This is an optimization exercise on Yosys and OpenROAD, whose aim is small area and a short achievable clock period, not a production implementation. Only simulation tests tie the RTL to the original design; equivalence was not proved.

==> flow/design.v (outline; a module is shown in full before it is edited, if it fits) <==
// module FA: 6 lines
// module HA: 6 lines
// module Two_neuron: 1225 lines
module Two_neuron (clk,reset,enable,wgt1,wgt2,inp,out_vector);
  // ...
==> flow/run.sh <==
#!/bin/bash
# synth_recipe.tcl (not shown) runs the flow's synth.tcl, then flattens the netlist and writes it again
# the make line also repeats each setting of config.mk as NAME=value (left out here)
make -C /OpenROAD-flow-scripts/flow DESIGN_CONFIG=/design/flow/config.mk WORK_HOME=/design/flow/orfs CLKGATE_MAP_FILE= SYNTH_SCRIPT=/design/flow/synth_recipe.tcl finish
==> flow/config.mk <==
export PLATFORM = sky130hd
export DESIGN_NAME = Two_neuron
export DESIGN_NICKNAME = Two_neuron
export VERILOG_FILES = /design/flow/design.v
export SDC_FILE = /design/flow/constraint.sdc
export NUM_CORES = 4
export LEC_CHECK = 0
export CAP_MARGIN = 20
export CORE_MARGIN = 2
export CORE_UTILIZATION = 40
export SLEW_MARGIN = 20
export SYNTH_HIERARCHICAL = 1
export SYNTH_MINIMUM_KEEP_SIZE = 0
==> flow/constraint.sdc <==
create_clock -name core_clock -period 25.0 [get_ports {clk}]
set_input_delay 5.0000 -clock core_clock [delete_from_list [all_inputs] [get_ports {clk}]]
set_output_delay 5.0000 -clock core_clock [all_outputs]
set_load 0.01 [all_outputs]
==> metrics.yaml, run 1 <==
r2r_cells: 35
slowest_delay_ns: 0.82
wl_met2_mm: 50.8
drc: 0
ys_ff_latch: 260
status: "no timing/DRC/antenna violations"
cts_setup_buffers: 0
antenna_found_initial: 5
period_needed_ns: 10.31
inv_count: 206
grt.busiest_layer: "met2"
met2_usage_pct: 40.0
yosys_most_used_dff: "dfxtp_1"
netlist_area_mm2: 0.0350
clock-root-buffer: "clkbuf_16"
cts_hold_buf: 0
wl_met1_mm: 44.6
clock_skew_ns: 0.0106
synthMuxAreaShare_pct: 0.640
wl_met3_mm: 6.48
cp-end-kind: "flop"
syn-instance-count: 3629
multi_input_area_mm2: 0.0282
grt_use_met1_pct: 31.2
placedCellCount: 4846
==> run 2, diff against run 1 <==
--- a/flow/design.v
+++ b/flow/design.v
@@ -709,3 +709,3 @@
     reg [14:0] zs0;
-    reg [4:0] o0;
+    reg [14:0] acc0;    
     wire [14:0] zt0 = clr ? 15'h7fff : zs0;
@@ -770,8 +770,8 @@
         zs0 <= zn0;
-        if (reset) o0 <= 5'd8;
-        else if (full) o0 <= sigc({{4{~zn0[14]}}, ~zn0});
+        if (reset) acc0 <= 15'h7fff;
+        else if (full) acc0 <= zn0;
     end
-    assign out_vector[7:0] = {3'b000, o0};
+    assign out_vector[7:0] = {3'b000, sigc({{4{~acc0[14]}}, ~acc0})};
     reg [14:0] zs1;
-    reg [4:0] o1;
+    reg [14:0] acc1;    
     wire [14:0] zt1 = clr ? 15'h7fff : zs1;
@@ -836,8 +836,8 @@
         zs1 <= zn1;
-        if (reset) o1 <= 5'd8;
-        else if (full) o1 <= sigc({{4{~zn1[14]}}, ~zn1});
+        if (reset) acc1 <= 15'h7fff;
+        else if (full) acc1 <= zn1;
     end
-    assign out_vector[15:8] = {3'b000, o1};
+    assign out_vector[15:8] = {3'b000, sigc({{4{~acc1[14]}}, ~acc1})};
     reg [14:0] zs2;
-    reg [4:0] o2;
+    reg [14:0] acc2;    
     wire [14:0] zt2 = clr ? 15'h7fff : zs2;
@@ -902,8 +902,8 @@
         zs2 <= zn2;
-        if (reset) o2 <= 5'd8;
-        else if (full) o2 <= sigc({{4{~zn2[14]}}, ~zn2});
+        if (reset) acc2 <= 15'h7fff;
+        else if (full) acc2 <= zn2;
     end
-    assign out_vector[23:16] = {3'b000, o2};
+    assign out_vector[23:16] = {3'b000, sigc({{4{~acc2[14]}}, ~acc2})};
     reg [14:0] zs3;
-    reg [4:0] o3;
+    reg [14:0] acc3;    
     wire [14:0] zt3 = clr ? 15'h7fff : zs3;
@@ -968,8 +968,8 @@
         zs3 <= zn3;
-        if (reset) o3 <= 5'd8;
-        else if (full) o3 <= sigc({{4{~zn3[14]}}, ~zn3});
+        if (reset) acc3 <= 15'h7fff;
+        else if (full) acc3 <= zn3;
     end
-    assign out_vector[31:24] = {3'b000, o3};
+    assign out_vector[31:24] = {3'b000, sigc({{4{~acc3[14]}}, ~acc3})};
     reg [14:0] zs4;
-    reg [4:0] o4;
+    reg [14:0] acc4;    
     wire [14:0] zt4 = clr ? 15'h7fff : zs4;
@@ -1034,8 +1034,8 @@
         zs4 <= zn4;
-        if (reset) o4 <= 5'd8;
-        else if (full) o4 <= sigc({{4{~zn4[14]}}, ~zn4});
+        if (reset) acc4 <= 15'h7fff;
+        else if (full) acc4 <= zn4;
     end
-    assign out_vector[39:32] = {3'b000, o4};
+    assign out_vector[39:32] = {3'b000, sigc({{4{~acc4[14]}}, ~acc4})};
     reg [14:0] zs5;
-    reg [4:0] o5;
+    reg [14:0] acc5;    
     wire [14:0] zt5 = clr ? 15'h7fff : zs5;
@@ -1100,8 +1100,8 @@
         zs5 <= zn5;
-        if (reset) o5 <= 5'd8;
-        else if (full) o5 <= sigc({{4{~zn5[14]}}, ~zn5});
+        if (reset) acc5 <= 15'h7fff;
+        else if (full) acc5 <= zn5;
     end
-    assign out_vector[47:40] = {3'b000, o5};
+    assign out_vector[47:40] = {3'b000, sigc({{4{~acc5[14]}}, ~acc5})};
     reg [14:0] zs6;
-    reg [4:0] o6;
+    reg [14:0] acc6;    
     wire [14:0] zt6 = clr ? 15'h7fff : zs6;
@@ -1166,8 +1166,8 @@
         zs6 <= zn6;
-        if (reset) o6 <= 5'd8;
-        else if (full) o6 <= sigc({{4{~zn6[14]}}, ~zn6});
+        if (reset) acc6 <= 15'h7fff;
+        else if (full) acc6 <= zn6;
     end
-    assign out_vector[55:48] = {3'b000, o6};
+    assign out_vector[55:48] = {3'b000, sigc({{4{~acc6[14]}}, ~acc6})};
     reg [14:0] zs7;
-    reg [4:0] o7;
+    reg [14:0] acc7;    
     wire [14:0] zt7 = clr ? 15'h7fff : zs7;
@@ -1232,6 +1232,6 @@
         zs7 <= zn7;
-        if (reset) o7 <= 5'd8;
-        else if (full) o7 <= sigc({{4{~zn7[14]}}, ~zn7});
+        if (reset) acc7 <= 15'h7fff;
+        else if (full) acc7 <= zn7;
     end
-    assign out_vector[63:56] = {3'b000, o7};
+    assign out_vector[63:56] = {3'b000, sigc({{4{~acc7[14]}}, ~acc7})};
 endmodule
==> flow/flow/run.sh (new file) <==
#!/bin/bash
# The standard layout (the standard.sh, unchanged synthesis), with every input and
# output port buffered by a sky130_fd_sc_hd__buf_2 instead of the resizer's default pick.
set -e
export BUFFER_PORTS_ARGS="-buffer_cell sky130_fd_sc_hd__buf_2"
bash standard.sh > standard.log 2>&1
==> flow/standard.sh (new file) <==
#!/bin/bash
# synth_recipe.tcl (not shown) runs the flow's synth.tcl, then flattens the netlist and writes it again
# the make line also repeats each setting of config.mk as NAME=value (left out here)
make -C /OpenROAD-flow-scripts/flow DESIGN_CONFIG=/design/flow/config.mk WORK_HOME=/design/flow/orfs CLKGATE_MAP_FILE= SYNTH_SCRIPT=/design/flow/synth_recipe.tcl "${@:-finish}"
removed: flow/run.sh
==> metrics.yaml, run 2 <==
synth-async-reset-ratio_pct: 0
synth-warning-count: 7
top_register: "pw"
antenna_left: 0
instances_no_fill: 5281
ys_ff_latch: 324  # +25%
synth_commonest_cells: "676 x fa_1, 555 x nand2_1, 324 x dfxtp_1"
rsz0062_at_grt: "no"
die_y_um: 314
netlist.top_cell.by_area: "fa_1"
drive_gt1_share_pct: 9.91
core_mm2: 0.0952
cts_setup_buffers: 0  # unchanged
routed_via_density: 5.55
placedCellCount: 5204  # +7.4%
worst_slew_pin_slew_ns: 0.962
largest_reg_flops: 64
setup_viol: 0
num_rows: 113
met2_usage_pct: 39.2  # -0.79 points
slew_headroom_pct: 35.9
area_growth_pct: 7.95
clock_latency_ns: 0.55
initial_utilization_pct: 40.5
antenna_found_initial: 17  # +12
fin_setup_tns_ns: 0
met3_usage_pct: 3.99
place.gp.congestion: 0.967
dieArea_mm2: 0.0988
yosys_most_used_dff: "dfxtp_1"
synth_area_per_cell_um2: 9.71
dr.pass1.iters: 5
crit_arrival_ns: 9.72
maxCapViolCount: 0
synth-edff-count: 0
yosys-top-cells-area: "fa_1 35%, dfxtp_1 17%, ha_1 8.9%, nand2_1 5.4%, inv_1 2.3%"
grt-ovfl-total: 0
cp_max_fo: 8
status: "no timing/DRC/antenna violations"
die_w_um: 314
syn-instance-count: 3968  # +9.3%
final_cell_mix: "676 x fa_1, 555 x nand2_1, 322 x dfxtp_1, 273 x ha_1, 239 x inv_1"
postRouteWirelength_mm: 114
drc: 0  # unchanged
yosysUniqueCellTypes: 76
port_buffers: 234
grt_use_met1_pct: 30.3  # -0.88 points
cp-end-kind: "flop"
period_needed_ns: 9.30  # -1.01 ns
grt_usage_pct: 23.2
numCtsBuffers: 38
first_global_vias: 30400
grt_max_degree: 81
start_kind: "primary input"
synth.most_common_cell: "fa_1"
critical_path_class: "primary input to flop"
ctsHtreeMaxLevel: 2
cts_resized: 0
drt_iter0_drc: 2189
netlist_area_mm2: 0.0385  # +10%
clk_path_buf_depth: 3
slew_viol_final: 0
grt.busiest_layer: "met2"
clk_pin_slew_worst_paths_ns: 0.06
final_nets: 5123
synth_top_area_share_pct: 35.1
cts_hold_buf: 0  # unchanged
grt_pass1_wl_mm: 178
final_common_cell: "fa_1"
cts_tree: "built"
dp_hpwl_mm: 89.2
avgRoutedWirePerCell_um: 21.5
io_pins: 259
fin_crit_sh_pct: 37.2
clock-root-buffer: "clkbuf_16"
synth_seq_area_share_pct: 16.8
clock-sinks: 324
fmax_mhz: 108
hp-class: "flop to flop"
vias: 29300
clock_skew_ns: 0.0141  # +0.00352 ns
hold_viol: 0
cp.required_ns: 25.42
-- run 2: changes by cell type in the layout (fill, tap and decap cells not counted), sizes merged, moves of 39 or more --
cell           change
o211ai           +106
a32oi             +46
buf              +234
a211o             +74
a22oi             -46
nor2b             +43
dfxtp             +64
o211a             +39
nand2             -97
clkdlybuf4s50    -234
-- run 2: area by class of cell --
cell class                      instances  area [um^2]
Sequential cell                       324         6490
Multi-Input combinational cell       3120        29900
Clock inverter                         13          229
Antenna cell                           10         25.0
Fill cell                            9205        53600
Tap cell                             1265         1580
Clock buffer                           54         1110
Timing Repair Buffer                  255         1330
Inverter                              240          901
-- run 2: per-stage QoR --
stage | utilization [%] | cell area, um^2 | hold WS, ns | setup WS, ns
after CTS | 43.7 | 41600 | 0.471 | 15.77
after global routing | 43.7 | 41600 | 0.521 | 15.63
after global placement | 42.3 | 40200 | 0.453 | 15.24
final | 43.7 | 41600 | 0.467 | 15.70
after floorplan | - | 38600 | 0.441 | 15.50
after detailed placement | 42.3 | 40200 | 0.464 | 15.16
-- run 2: per-layer routing --
layer	wire [um]	up-vias
met4	3680	10
met2	54500	1111
met3	8060	236
li1	-	13400
met1	47500	14600
met5	56	-
-- run 2: critical path, stage by stage --
cell	delay (ns)
buf_2	0.23
nand2_1	0.15
fa_1	0.53
fa_1	0.51
fa_1	0.45
fa_1	0.47
fa_1	0.52
fa_1	0.48
fa_1	0.41
fa_1	0.53
fa_1	0.43
-- run 2: cells by family (layout without fill, tap and decap cells) --
kind of cell	after synthesis	in the layout	synth area share [%]
muxes	57	57	1.49
AOI/OAI and AO/OA	677	677	12.9
DFF	324	324	16.8
and+or+nand+nor	1286	1286	15.9
xor gates and xnor gates	123	123	2.80
other	1	34	0.00974
buffers and inverters	547	562	5.90
adders and majority gates	953	953	44.1
-- run 2: final timing paths --
kind	startpoint	end	slack [ns]	cells past startpoint
worst max register to register	q12_0	acc1[12]	16.58	27
worst min register to register	cnt[1]	cnt[3]	0.47	2
worst min-delay path	cnt[1]	cnt[3]	0.47	2
worst max-delay path	inp[5]	q10_1	15.70	11
-- run 2: per-module statistics from Yosys, one instance, submodules excluded --
module / flops+latches / times used / cell area [um^2] / cells
HA: 0 / 91 / 12.5 / 1
Two_neuron: 324 / 1 / 24000 / 3210
FA: 0 / 667 / 20.0 / 1
==> run 3, diff against run 2 <==
==> flow/run.sh (new file) <==
#!/bin/bash
# synth_recipe.tcl (not shown) runs the flow's synth.tcl, then flattens the netlist and writes it again
# the make line also repeats each setting of config.mk as NAME=value (left out here)
make -C /OpenROAD-flow-scripts/flow DESIGN_CONFIG=/design/flow/config.mk WORK_HOME=/design/flow/orfs CLKGATE_MAP_FILE= SYNTH_SCRIPT=/design/flow/synth_recipe.tcl finish
removed: flow/flow/run.sh
removed: flow/standard.sh
==> metrics.yaml, run 3 <==
grt-ovfl-total: 0  # unchanged
die_y_um: 314  # unchanged
place.gp.congestion: 0.977  # +1.0%
synth_commonest_cells: "676 x fa_1, 555 x nand2_1, 324 x dfxtp_1"
yosys_most_used_dff: "dfxtp_1"
placedCellCount: 5202  # -0.038%
start_kind: "primary input"
crit_family: "adder cells"
fin_setup_tns_ns: 0  # unchanged
synth-warning-count: 7  # unchanged
clock-sinks: 324  # unchanged
slew_viol_final: 0  # unchanged
dr.pass1.iters: 5  # unchanged
synth-async-reset-ratio_pct: 0  # unchanged
synth_area_per_cell_um2: 9.71  # unchanged
num_rows: 113  # unchanged
maxCapViolCount: 0  # unchanged
fillCellCount: 9055  # -1.6%
synth_seq_area_share_pct: 16.8  # unchanged
slowest_delay_ns: 0.91  # +0.38 ns
area_growth_pct: 10.9
numCtsBuffers: 40  # +5.3%
critical_path_class: "primary input to flop"
final_nets: 5123  # unchanged
postRouteWirelength_mm: 117  # +3.3%
fin_crit_sh_pct: 39.5  # +2.4 points
clk_pin_slew_worst_paths_ns: 0.06  # about the same
clock-root-buffer: "clkbuf_16"
synth.most_common_cell: "fa_1"
status: "no timing/DRC/antenna violations"
syn-instance-count: 3968  # unchanged
slowest_stage: "clkdlybuf4s50_1"
instances_no_fill: 5273  # -0.15%
period_needed_ns: 9.89  # +0.588 ns
final_common_cell: "fa_1"
cts_resized: 0  # unchanged
synth-edff-count: 0  # unchanged
clock_skew_ns: 0.0201  # +0.00595 ns
drive_gt1_share_pct: 4.02  # -5.9 points
grt_max_degree: 81  # unchanged
dieArea_mm2: 0.0988  # unchanged
antenna_found_initial: 9  # -8
fmax_mhz: 101  # -5.9%
dp_hpwl_mm: 91.6  # +2.6%
grt_pass1_wl_mm: 183  # +2.7%
critPathMostFrequentCell: "fa_1"
io_pins: 259  # unchanged
die_w_um: 314  # unchanged
crit_arrival_ns: 10.33  # +0.61 ns
hold_viol: 0  # unchanged
slew_headroom_pct: 39.1  # +3.2 points
seq_area_mm2: 0.00649  # unchanged
netlist.top_cell.by_area: "fa_1"
drt_iter0_drc: 2302  # +5.2%
hp-class: "flop to flop"
synth_top_area_share_pct: 35.1  # unchanged
clock_latency_ns: 0.57  # +0.02 ns
yosys-top-cells-area: "fa_1 35%, dfxtp_1 17%, ha_1 8.9%, nand2_1 5.4%, inv_1 2.3%"
vias: 29500  # +0.65%
first_global_vias: 30600  # +0.87%
grt_usage_pct: 23.9  # +0.74 points
netlist_area_mm2: 0.0385  # unchanged
core_mm2: 0.0952  # unchanged
critPathBufInv: 1  # unchanged
rsz0062_at_grt: "no"
cts_setup_buffers: 0  # unchanged
cp.required_ns: 25.44  # +0.02 ns
ctsHtreeMaxLevel: 2  # unchanged
yosysUniqueCellTypes: 76  # unchanged
avgRoutedWirePerCell_um: 22.3  # +3.4%
final_cell_mix: "676 x fa_1, 555 x nand2_1, 322 x dfxtp_1, 273 x ha_1, 239 x inv_1"
ys_ff_latch: 324  # unchanged
top_register: "pw"
routed_via_density: 5.60  # +0.80%
initial_utilization_pct: 40.5  # unchanged
path_cells: "clkdlybuf4s50_1 > nand2_1 > fa_1 > fa_1 > fa_1 > fa_1 > fa_1 > fa_1 > fa_1 > fa_1 > ha_1"
multi_input_area_mm2: 0.0299  # about the same
cts_hold_buf: 0  # unchanged
whs_ns: 0.459  # -0.00799 ns
antenna_left: 0  # unchanged
port_buffers: 234  # unchanged
clk_path_buf_depth: 3  # unchanged
cts_tree: "built"
worst_slew_pin_slew_ns: 0.914  # -0.0481 ns
cp_max_fo: 8  # unchanged
cp-end-kind: "flop"
largest_reg_flops: 64  # unchanged
drc: 0  # unchanged
setup_viol: 0  # unchanged
-- run 3: cell counts after synthesis --
No cell type changed its count.
-- run 3: kinds of logic (layout without fill, tap and decap cells) --
family                   count (synthesis)  after routing  share of synthesized area (%)
other                                    1             28                        0.00974
AO/OA/AOI/OAI                          677            677                           12.9
XOR/XNOR                               123            123                           2.80
multiplexers                            57             57                           1.49
AND/OR/NAND/NOR                       1286           1286                           15.9
adder cells (fa/ha/maj)                953            953                           44.1
buffers and inverters                  547            560                           5.90
flip-flops                             324            324                           16.8
-- run 3: layout make-up --
cell class | count | area share (%)
multi-input cells | 3120 | 70.0
flip-flops and latches | 324 | 15.2
repair buffers | 253 | 5.80
well taps | 1265 | 3.70
clock buffers | 53 | 2.60
inverters | 240 | 2.11
clock inverters | 14 | 0.536
diodes | 4 | 0.0234
-- run 3: worst paths after layout --
kind,cells after the start,slack (ns),from,to
min reg2reg,2,0.46,cnt[1],cnt[3]
max,11,15.11,inp[62],q12_1
max reg2reg,28,16.58,q13_0,acc1[12]
min,2,0.46,cnt[1],cnt[3]
-- run 3: per-layer routing --
metal | track usage [%] | vias to the layer above | routed length [um]
li1 | - | 13300 | -
met1 | 31.4 | 14900 | 49500
met2 | 40.3 | 1047 | 56700
met3 | 3.70 | 218 | 7150
met4 | 8.14 | 12 | 4100
met5 | 0 | - | 74
-- run 3: through the flow --
stage	area, um^2	util [%]	setup WS, ns
finish	42700	44.9	15.11
global route	42700	44.9	15.04
CTS	42700	44.9	15.18
detailed placement	41400	43.5	14.58
global placement	41400	43.5	14.60
floorplan	38600	-	15.50
-- run 3: Yosys stat by module (local to each module, per instance) --
module,area (um^2),times used
HA,12.5,91
FA,20.0,667
Two_neuron,24000,1
-- run 3: tightest hold or removal path: stages (launching register included) --
cell and delay, ns:
dfxtp_1 0.33, nand4_1 0.07, nor2_1 0.04

## port drivers added, routing unchanged
How much do the figures lean on ideal ports? The routed layouts below were timed once more, with nothing changed but the port constraints.
Step 1 sets driving cells, clkbuf_16 on the clock port and buf_2 on the other inputs (assumed; they add their load-dependent delay and slew).
Step 2 moves the port delays by t, midway between the first and last clock arrival at a register: inputs arrive t later, outputs are due t later. That takes back most of the time a late clock gives input paths.
Three values: ideal, step 1, step 2; two values: the first two.
| run | t, ns | setup slack, ns | clock arrival spread, ns | worst register clock-pin slew, ns | pins driven straight from the clock port |
|---|---|---|---|---|---|
| run 1 | 0.653 | 14.691 / 14.691 / 14.556 | 0.011 / 0.011 | 0.07 / 0.07 | 1 |
| run 2 | 0.609 | 15.701 / 15.733 / 15.124 | 0.015 / 0.014 | 0.07 / 0.07 | 1 |
| run 3 | 0.625 | 15.113 / 15.146 / 14.521 | 0.021 / 0.021 | 0.06 / 0.06 | 1 |
After both steps setup and hold are still met in every run listed. The setup slack of run 3, which loses most, moves by +0.033 ns with the drivers and by -0.592 ns with both steps.
